Context: an optimization exercise on an open-source flow, tuned for small area. The choices shown serve that exercise and are no tape-out recipe.
Only simulation tests tie the RTL to the original design; equivalence was not proved.
The clock port is modelled as an ideal driver, which makes a skipped or thinned clock tree look cheaper than it is; a real chip needs a root buffer or a tree.
No activity file was given, so power comes from the tool's default toggle rates.

## run A
Design estacionamiento, start of the top module:
module estacionamiento (
    input  wire clk,
    input  wire rst,
    input  wire ech,
    output reg  trigger_o,
    output reg  led_50cm,
    output reg  led_100cm,
    output reg  led_200cm,
    output wire buzzer
);
    localparam [21:0] TTAPS   = 22'h300000;
    localparam        TFINV   = 1'b0;
    localparam [21:0] TW_VAL  = 22'h15c1d0;
    localparam [21:0] TW_MASK = ~22'h010080;
    localparam [21:0] TF_VAL  = 22'h049955;
    localparam [21:0] TF_MASK = 22'h105400;
    localparam [21:0] TRST    = TW_VAL & TW_MASK;
    reg  [21:0] ts;
    wire tw  = ((ts ^ TW_VAL) & TW_MASK) == 22'd0;
    wire tf  = ((ts ^ TF_VAL) & TF_MASK) == 22'd0;
    wire tfb = (^(ts & TTAPS)) ^ TFINV;
    always @(posedge clk) begin
        if (rst)
            ts <= TRST;
        else if (tw)
            ts <= 22'd0;
        else
            ts <= {~ts[20:0], tfb};
        if (rst)
            trigger_o <= 1'b0;
        else
            trigger_o <= tw | (trigger_o & ~tf);
    end
    localparam [14:0] ETAPS   = 15'h4001;
    localparam        EFINV   = 1'b0;
    localparam [14:0] ED_VAL  = 15'h38c0;
    localparam [14:0] ED_MASK = ~15'h0418;
    localparam [1:0] IDLE = 2'b00, PH0 = 2'b01, PH1 = 2'b11, PH2 = 2'b10;
    reg  [1:0]  st;
    reg  [14:0] es;
    wire idle = (st == IDLE);
    wire ed   = ((es ^ ED_VAL) & ED_MASK) == 15'd0;
    wire efb  = (^(es & ETAPS)) ^ EFINV;
    wire done = !idle && !ech;
    always @(posedge clk) begin
        es <= (idle | ed) ? 15'd0 : {~es[13:0], efb};
        if (rst)
            st <= IDLE;
        else case (st)
            IDLE: st <= (ech && !trigger_o) ? PH0 : IDLE;
            PH0:  st <= !ech ? IDLE : ed ? PH1 : PH0;
  ...
==> flow/config.mk <==
export PLATFORM = sky130hd
export DESIGN_NAME = estacionamiento
export DESIGN_NICKNAME = estacionamiento
export VERILOG_FILES = /design/flow/design.v
export SDC_FILE = /design/flow/constraint.sdc
export NUM_CORES = 4
export LEC_CHECK = 0
export CAP_MARGIN = 20
export CORE_MARGIN = 2
export CORE_UTILIZATION = 40
export SLEW_MARGIN = 20
==> flow/constraint.sdc <==
create_clock -name core_clock -period 5.0 [get_ports {clk}]
set_input_delay 1.0000 -clock core_clock [delete_from_list [all_inputs] [get_ports {clk}]]
set_output_delay 1.0000 -clock core_clock [all_outputs]
set_load 0.01 [all_outputs]
standard.sh (not shown) runs the stock make flow with config.mk's settings and CLKGATE_MAP_FILE= SYNTH_SCRIPT=/design/flow/synth_recipe.tcl, a recipe that flattens the netlist after the stock synthesis.
==> flow/flow/run.sh <==
#!/bin/bash
# Own layout flow: the standard ORFS flow (standard.sh), with
#  - an area-oriented ABC mapping script in place of ORFS's speed script,
#  - the smallest buffer for the port buffers,
#  - CTS without dummy loads, from one buffer size.
# Every tool's full output stays in orfs/logs/...; this script's own output
# goes to run_flow.log in the work folder.
set -euo pipefail
W=$PWD
exec > "$W/run_flow.log" 2>&1
rm -rf "$W/scripts_local"
cp -r "$FLOW_HOME/scripts" "$W/scripts_local"
cp "$W/flow/abc_area.script" "$W/scripts_local/abc_speed.script"
export SCRIPTS_DIR="$W/scripts_local"
export BUFFER_PORTS_ARGS="-buffer_cell sky130_fd_sc_hd__buf_1"
export CTS_ARGS="-sink_clustering_enable -repair_clock_nets -dont_use_dummy_load"
bash "$W/standard.sh"
==> flow/flow/abc_area.script <==
strash
dch
map -a
topo
Having completed the whole flow, run A delivered a layout that passed the timing, design-rule and antenna checks.
Relative to run A, the following input files were edited for run B:
--- a/flow/flow/run.sh
+++ b/flow/flow/run.sh
@@ -3,7 +3,4 @@
 #  - an area-oriented ABC mapping script in place of ORFS's speed script,
 #  - the smallest buffer for the port buffers,
-#  - CTS without dummy loads, from one buffer size.
-# Every tool's full output stays in orfs/logs/...; this script's own output
-# goes to run_flow.log in the work folder.
 set -euo pipefail
 W=$PWD
@@ -12,4 +9,13 @@
 cp -r "$FLOW_HOME/scripts" "$W/scripts_local"
 cp "$W/flow/abc_area.script" "$W/scripts_local/abc_speed.script"
+python3 - "$W/scripts_local/cts.tcl" "$W/flow/post_cts.tcl" <<'PY'
+import sys
+p, post = sys.argv[1], sys.argv[2]
+s = open(p).read()
+anchor = "log_cmd clock_tree_synthesis {*}$cts_args\n"
+assert anchor in s
+s = s.replace(anchor, anchor + "source " + post + "\n")
+open(p, "w").write(s)
+PY
 export SCRIPTS_DIR="$W/scripts_local"
 export BUFFER_PORTS_ARGS="-buffer_cell sky130_fd_sc_hd__buf_1"
==> flow/flow/post_cts.tcl (new file) <==
set block [ord::get_db_block]
set clknet [$block findNet clk]
set roots {}
foreach it [$clknet getITerms] { lappend roots [$it getInst] }
if {[llength $roots] == 1} {
  set root [lindex $roots 0]
  set out_net ""
  foreach it [$root getITerms] {
    if {[$it isOutputSignal]} { set out_net [$it getNet] }
  }
  set loads {}
  foreach it [$out_net getITerms] {
    if {[$it getInst] != $root} { lappend loads $it }
  }
  set all_bufs 1
  foreach it $loads {
    if {![string match "sky130_fd_sc_hd__clkbuf_*" [[[$it getInst] getMaster] getName]]} { set all_bufs 0 }
  }
  if {$all_bufs && [llength $loads] <= 4} {
    puts "post_cts: removing root [$root getName], clk drives [llength $loads] leaf buffers"
    foreach it $loads { $it disconnect; $it connect $clknet }
    foreach it [$root getITerms] { $it disconnect }
    odb::dbInst_destroy $root
    odb::dbNet_destroy $out_net
  } else {
    puts "post_cts: root kept ([llength $loads] loads, all buffers: $all_bufs)"
  }
}
--- outcome ---
- The faster design of the two is run A; run B tops out lower.
- Comparing power spent charging and discharging nets for run B and run A, the bigger number came from run A.
- Diff run B and run A: final cell count lower in run B
- Summary of run B over run A: worst hold margin was more or less identical; total number of vias comparable; post-layout worst setup margin lower; detailed-route wire length fell 3.1%.
- Compared run B vs run A, and leakage power figure is down in run B.
- Run B vs. run A: all-layer global routing usage -0.81 points, area of all placed cells without fillers shows a reduction of 7.5 um2.
- Higher period utilization was reported by run B, not run A.
For run C, these inputs were changed with respect to run B:
Settings: CTS_BUF_LIST now sky130_fd_sc_hd__clkbuf_4, previously not set.
==> flow/run.sh (new file) <==
#!/bin/bash
# synth_recipe.tcl (not shown) runs the flow's synth.tcl, then flattens the netlist and writes it again
# the make line also repeats each setting of config.mk as NAME=value (left out here)
make -C /OpenROAD-flow-scripts/flow DESIGN_CONFIG=/design/flow/config.mk WORK_HOME=/design/flow/orfs CLKGATE_MAP_FILE= SYNTH_SCRIPT=/design/flow/synth_recipe.tcl finish
removed: flow/flow/run.sh
removed: flow/flow/abc_area.script
removed: flow/flow/post_cts.tcl
removed: flow/standard.sh
## What came out
- Run C and run B ended up with nearly the same post-synthesis adder-cell area fraction.
- Changes observed in run C relative to run B: clock-buffer cell count shows an increase of 2; number of cell rows shows an increase of 1; global-route usage shows an increase of 0.25 points; average cell area after synthesis shows an increase of 1.2 um2.
- Synthesized cell count (run C over run B): decrease, 2.4%
Edits applied to the flow inputs when going from run C to run D:
Settings: CTS_BUF_LIST: sky130_fd_sc_hd__clkbuf_4 -> unset.
## What came out
Run D -> run C: non-clock buffer count flat. Run C has lower number of fill cells than run D. | total number of vias | run C vs run D | ≈ equal |. Run D vs run C — routed wire length rose 21 um. Comparing run C with run D, the die outline area came out essentially unchanged. Internal power of the cells on run D is ahead of run C. Between run D and run C, the clock latency of the later-clocked register in the worst-skew pair figures differ only marginally.
Edits applied to the flow inputs when going from run D to run E:
Settings: swapping 40 for 60 in CORE_UTILIZATION.
==> flow/flow/run.sh (new file) <==
#!/bin/bash
# Own layout flow: the standard ORFS flow (standard.sh), with
#  - an area-oriented ABC mapping script in place of ORFS's speed script,
#  - the smallest buffer for the port buffers,
set -euo pipefail
W=$PWD
exec > "$W/run_flow.log" 2>&1
rm -rf "$W/scripts_local"
cp -r "$FLOW_HOME/scripts" "$W/scripts_local"
cp "$W/flow/abc_area.script" "$W/scripts_local/abc_speed.script"
python3 - "$W/scripts_local/cts.tcl" "$W/flow/post_cts.tcl" <<'PY'
import sys
p, post = sys.argv[1], sys.argv[2]
s = open(p).read()
anchor = "log_cmd clock_tree_synthesis {*}$cts_args\n"
assert anchor in s
s = s.replace(anchor, anchor + "source " + post + "\n")
open(p, "w").write(s)
PY
export SCRIPTS_DIR="$W/scripts_local"
export BUFFER_PORTS_ARGS="-buffer_cell sky130_fd_sc_hd__buf_1"
export CTS_ARGS="-sink_clustering_enable -repair_clock_nets -dont_use_dummy_load"
bash "$W/standard.sh"
==> flow/flow/abc_area.script (new file) <==
strash
dch
map -a
topo
==> flow/flow/post_cts.tcl (new file) <==
set block [ord::get_db_block]
set clknet [$block findNet clk]
set roots {}
foreach it [$clknet getITerms] { lappend roots [$it getInst] }
if {[llength $roots] == 1} {
  set root [lindex $roots 0]
  set out_net ""
  foreach it [$root getITerms] {
    if {[$it isOutputSignal]} { set out_net [$it getNet] }
  }
  set loads {}
  foreach it [$out_net getITerms] {
    if {[$it getInst] != $root} { lappend loads $it }
  }
  set all_bufs 1
  foreach it $loads {
    if {![string match "sky130_fd_sc_hd__clkbuf_*" [[[$it getInst] getMaster] getName]]} { set all_bufs 0 }
  }
  if {$all_bufs && [llength $loads] <= 4} {
    puts "post_cts: removing root [$root getName], clk drives [llength $loads] leaf buffers"
    foreach it $loads { $it disconnect; $it connect $clknet }
    foreach it [$root getITerms] { $it disconnect }
    odb::dbInst_destroy $root
    odb::dbNet_destroy $out_net
  } else {
    puts "post_cts: root kept ([llength $loads] loads, all buffers: $all_bufs)"
  }
}
==> flow/standard.sh (new file) <==
#!/bin/bash
# synth_recipe.tcl (not shown) runs the flow's synth.tcl, then flattens the netlist and writes it again
# the make line also repeats each setting of config.mk as NAME=value (left out here)
make -C /OpenROAD-flow-scripts/flow DESIGN_CONFIG=/design/flow/config.mk WORK_HOME=/design/flow/orfs CLKGATE_MAP_FILE= SYNTH_SCRIPT=/design/flow/synth_recipe.tcl "${@:-finish}"
removed: flow/run.sh
### Flow results
- Run E reached the end of the flow, and the finished layout is clean on the timing, design-rule and antenna checks.
- Diff run D -> run E: die area dropped 1400 um2, worst hold margin barely changed, least setup slack across all paths after layout climbed 0.62 ns.
- Share of power burned in combinational logic on run E is down relative to run D.
- Compared to run D, run E has switching share of power 4.2 points lower.

The RTL this note starts from:
==> flow/design.v <==
module estacionamiento (
    input  wire clk,
    input  wire rst,
    input  wire ech,
    output reg  trigger_o,
    output reg  led_50cm,
    output reg  led_100cm,
    output reg  led_200cm,
    output wire buzzer
);
    localparam [21:0] TTAPS   = 22'h200100;
    localparam        TFINV   = 1'b0;
    localparam [21:0] TW_VAL  = 22'h3fc808;
    localparam [21:0] TW_MASK = ~22'h84;
    localparam [21:0] TF_VAL  = 22'h1070de;
    localparam [21:0] TF_MASK = 22'h83a8;
    localparam [21:0] TRST    = TW_VAL & TW_MASK;
    reg  [21:0] ts;
    wire tw  = ((ts ^ TW_VAL) & TW_MASK) == 22'd0;
    wire tf  = ((ts ^ TF_VAL) & TF_MASK) == 22'd0;
    wire tfb = (^(ts & TTAPS)) ^ TFINV;
    always @(posedge clk) begin
        if (rst)
            ts <= TRST;
        else if (tw)
            ts <= 22'd0;
        else
            ts <= {~ts[20:0], tfb};
        if (rst)
            trigger_o <= 1'b0;
        else
            trigger_o <= tw | (trigger_o & ~tf);
    end
    localparam [14:0] ETAPS   = 15'h4001;
    localparam        EFINV   = 1'b0;
    localparam [14:0] ED_VAL  = 15'h38c0;
    localparam [14:0] ED_MASK = ~15'h818;
    localparam [1:0] IDLE = 2'b00, PH0 = 2'b01, PH1 = 2'b11, PH2 = 2'b10;
    reg  [1:0]  st;
    reg  [14:0] es;
    wire idle = (st == IDLE);
    wire ed   = ((es ^ ED_VAL) & ED_MASK) == 15'd0;
    wire efb  = (^(es & ETAPS)) ^ EFINV;
    wire done = !idle && !ech;
    always @(posedge clk) begin
        es <= (idle | ed) ? 15'd0 : {~es[13:0], efb};
        if (rst)
            st <= IDLE;
        else case (st)
            IDLE: st <= (ech && !trigger_o) ? PH0 : IDLE;
            PH0:  st <= !ech ? IDLE : ed ? PH1 : PH0;
            PH1:  st <= !ech ? IDLE : ed ? PH2 : PH1;
            default: st <= !ech ? IDLE : PH2;
        endcase
    end
    always @(posedge clk) begin
        if (rst) begin
            led_50cm  <= 1'b0;
            led_100cm <= 1'b0;
            led_200cm <= 1'b0;
        end else if (done) begin
            led_50cm  <= st != PH0;
            led_100cm <= !(st == PH1 && !ed);
            led_200cm <= st != PH2;
        end
    end
    assign buzzer = led_50cm;
endmodule
clock: 5.0 ns
lec_check: 0
cap_margin: 20
core_margin: 2
core_utilization: 40
slew_margin: 20
==> flow/flow/run.sh <==
#!/bin/bash
# Own layout flow: the standard ORFS flow (standard.sh), with
#  - an area-oriented ABC mapping script in place of ORFS's speed script,
#  - the smallest buffer for the port buffers,
set -euo pipefail
W=$PWD
exec > "$W/run_flow.log" 2>&1
rm -rf "$W/scripts_local"
cp -r "$FLOW_HOME/scripts" "$W/scripts_local"
cp "$W/flow/abc_area.script" "$W/scripts_local/abc_speed.script"
python3 - "$W/scripts_local/cts.tcl" "$W/flow/post_cts.tcl" <<'PY'
import sys
p, post = sys.argv[1], sys.argv[2]
s = open(p).read()
anchor = "log_cmd clock_tree_synthesis {*}$cts_args\n"
assert anchor in s
s = s.replace(anchor, anchor + "source " + post + "\n")
open(p, "w").write(s)
PY
export SCRIPTS_DIR="$W/scripts_local"
export BUFFER_PORTS_ARGS="-buffer_cell sky130_fd_sc_hd__buf_1"
export CTS_ARGS="-sink_clustering_enable -repair_clock_nets -dont_use_dummy_load"
bash "$W/standard.sh"
==> flow/flow/post_cts.tcl <==
set block [ord::get_db_block]
set clknet [$block findNet clk]
set roots {}
foreach it [$clknet getITerms] { lappend roots [$it getInst] }
if {[llength $roots] == 1} {
  set root [lindex $roots 0]
  set out_net ""
  foreach it [$root getITerms] {
    if {[$it isOutputSignal]} { set out_net [$it getNet] }
  }
  set loads {}
  foreach it [$out_net getITerms] {
    if {[$it getInst] != $root} { lappend loads $it }
  }
  set all_bufs 1
  foreach it $loads {
    if {![string match "sky130_fd_sc_hd__clkbuf_*" [[[$it getInst] getMaster] getName]]} { set all_bufs 0 }
  }
  if {$all_bufs && [llength $loads] <= 4} {
    puts "post_cts: removing root [$root getName], clk drives [llength $loads] leaf buffers"
    foreach it $loads { $it disconnect; $it connect $clknet }
    foreach it [$root getITerms] { $it disconnect }
    odb::dbInst_destroy $root
    odb::dbNet_destroy $out_net
  } else {
    puts "post_cts: root kept ([llength $loads] loads, all buffers: $all_bufs)"
  }
}

# Upsize any leaf clock buffer whose sinks would see a slow clock edge
# (estimated from placement; the routed slew comes out within a few ps).
set_propagated_clock [all_clocks]
estimate_parasitics -placement
foreach it [$clknet getITerms] {
  set inst [$it getInst]
  set name [$inst getName]
  foreach size {8 16} {
    set worst 0
    foreach p [get_pins -of [get_nets -of [get_pins $name/X]] -filter "direction==input"] {
      set s [get_property $p slew_max]
      if {$s > $worst} { set worst $s }
    }
    puts "post_cts: leaf $name [[$inst getMaster] getName] worst sink slew $worst"
    if {$worst <= 0.115} break
    replace_cell $name sky130_fd_sc_hd__clkbuf_$size
    estimate_parasitics -placement
  }
}
Other scripts of this flow, unchanged in this note and not shown: flow/flow/abc_area.script
The first run went through all stages and came out clean.
Edit:
--- a/flow/flow/run.sh
+++ b/flow/flow/run.sh
@@ -19,0 +20,10 @@
+# Remove synthesis buffers before placement even without timing-driven placement.
+python3 - "$W/scripts_local/global_place.tcl" <<'PY'
+import sys
+p = sys.argv[1]
+s = open(p).read()
+old = "if { $::env(GPL_TIMING_DRIVEN) } {\n  remove_buffers\n}\n"
+assert old in s
+s = s.replace(old, "remove_buffers\n")
+open(p, "w").write(s)
+PY
--- a/flow/config.mk
+++ b/flow/config.mk
@@ -8 +8 @@
-export CAP_MARGIN = 20
+export CAP_MARGIN = 0
@@ -11 +11,2 @@
-export SLEW_MARGIN = 20
+export GPL_TIMING_DRIVEN = 0
+export SLEW_MARGIN = 0
Critical path depth does not change. Routed wire length climbs by 5.8%. Register-to-register slack degrades by 240 ps. Global-route usage barely changes.
Edit:
--- a/flow/flow/run.sh
+++ b/flow/flow/run.sh
@@ -20,10 +19,0 @@
-# Remove synthesis buffers before placement even without timing-driven placement.
-python3 - "$W/scripts_local/global_place.tcl" <<'PY'
-import sys
-p = sys.argv[1]
-s = open(p).read()
-old = "if { $::env(GPL_TIMING_DRIVEN) } {\n  remove_buffers\n}\n"
-assert old in s
-s = s.replace(old, "remove_buffers\n")
-open(p, "w").write(s)
-PY
--- a/flow/config.mk
+++ b/flow/config.mk
@@ -11 +10,0 @@
-export GPL_TIMING_DRIVEN = 0
Wire length shrinks by 5.5%.
Worst hold slack is worse by 6.9 ps.
Design area grows by 0.57%.
Via count shrinks by 0.88%.
Cell count grows by about 0.6%.
Power grows by 0.48%.
Edit:
--- a/flow/flow/post_cts.tcl
+++ b/flow/flow/post_cts.tcl
@@ -29,20 +28,0 @@
-
-# Upsize any leaf clock buffer whose sinks would see a slow clock edge
-# (estimated from placement; the routed slew comes out within a few ps).
-set_propagated_clock [all_clocks]
-estimate_parasitics -placement
-foreach it [$clknet getITerms] {
-  set inst [$it getInst]
-  set name [$inst getName]
-  foreach size {8 16} {
-    set worst 0
-    foreach p [get_pins -of [get_nets -of [get_pins $name/X]] -filter "direction==input"] {
-      set s [get_property $p slew_max]
-      if {$s > $worst} { set worst $s }
-    }
-    puts "post_cts: leaf $name [[$inst getMaster] getName] worst sink slew $worst"
-    if {$worst <= 0.115} break
-    replace_cell $name sky130_fd_sc_hd__clkbuf_$size
-    estimate_parasitics -placement
-  }
-}
--- a/flow/config.mk
+++ b/flow/config.mk
@@ -8 +8 @@
-export CAP_MARGIN = 0
+export CAP_MARGIN = 20
@@ -11 +11 @@
-export SLEW_MARGIN = 0
+export SLEW_MARGIN = 20
Design area shrinks by about 0.47%.
Worst setup slack gets better by 170 ps.
Total power went down by 1.6%.
Clock skew is higher by 8.3 ps.
Global-route usage does not change.
Area after synthesis stays the same.
Maximum frequency is higher by about 8%.
Combinational power hardly moves.
Die area is unchanged.
Critical path depth stays the same.
Edit:
--- a/flow/flow/post_cts.tcl
+++ b/flow/flow/post_cts.tcl
@@ -28,0 +29,20 @@
+
+# Upsize any leaf clock buffer whose sinks would see a slow clock edge
+# (estimated from placement; the routed slew comes out within a few ps).
+set_propagated_clock [all_clocks]
+estimate_parasitics -placement
+foreach it [$clknet getITerms] {
+  set inst [$it getInst]
+  set name [$inst getName]
+  foreach size {8 16} {
+    set worst 0
+    foreach p [get_pins -of [get_nets -of [get_pins $name/X]] -filter "direction==input"] {
+      set s [get_property $p slew_max]
+      if {$s > $worst} { set worst $s }
+    }
+    puts "post_cts: leaf $name [[$inst getMaster] getName] worst sink slew $worst"
+    if {$worst <= 0.110} break
+    replace_cell $name sky130_fd_sc_hd__clkbuf_$size
+    estimate_parasitics -placement
+  }
+}
Effect:
- sequential power hardly moves
- die area stays the same
- combinational power hardly moves
- design area rose by 0.95%
- non-clock buffer count stays the same
- clock skew fell by 13 ps
- core utilization rose by 0.42 points
- cell count stays the same
- setup slack got worse by 3.0 ps
- routed wire length fell by 0.76%

==> what the ideal ports hide <==
The results above use ideal ports. As a check the final layouts listed here were re-extracted and re-timed, cells and wires unchanged. Step 1: set_driving_cell puts a clkbuf_16 on clk and a buf_2 on each other input, an assumption about the parent block. Step 2 times the ports against the registers' clock, not the clock port: input delays grow and output delays shrink by t, the midpoint of the rising clock arrivals with the driver on. Slacks: no drivers / after step 1 / after step 2; pairs: no drivers / after step 1.
| run | shift t [ns] | slack for setup (ns) | worst data-port slew with drivers (ns) |
|---|---|---|---|
| run A | 0.358 | 3.032 / 3.032 / 2.841 | 0.03 |
| run B | 0.202 | 3.023 / 3.032 / 2.842 | 0.03 |
| run C | 0.363 | 2.444 / 2.445 / 2.081 | 0.03 |
| run D | 0.365 | 2.451 / 2.451 / 2.086 | 0.03 |
| run E | 0.199 | 3.068 / 3.068 / 2.906 | 0.03 |
| the first run of note 2 | 0.193 | 2.917 / 2.934 / 2.741 | 0.03 |
| the second run of note 2 | 0.191 | 2.808 / 2.808 / 2.697 | 0.03 |
| the third run of note 2 | 0.193 | 2.748 / 2.748 / 2.702 | 0.03 |
| the fourth run of note 2 | 0.204 | 2.920 / 2.934 / 2.731 | 0.03 |
| the fifth run of note 2 | 0.189 | 2.917 / 2.936 / 2.748 | 0.03 |
After both steps every run listed still meets setup and hold. The setup slack of run D, which loses most, moves by 0.000 ns with the drivers and by -0.365 ns with both steps.
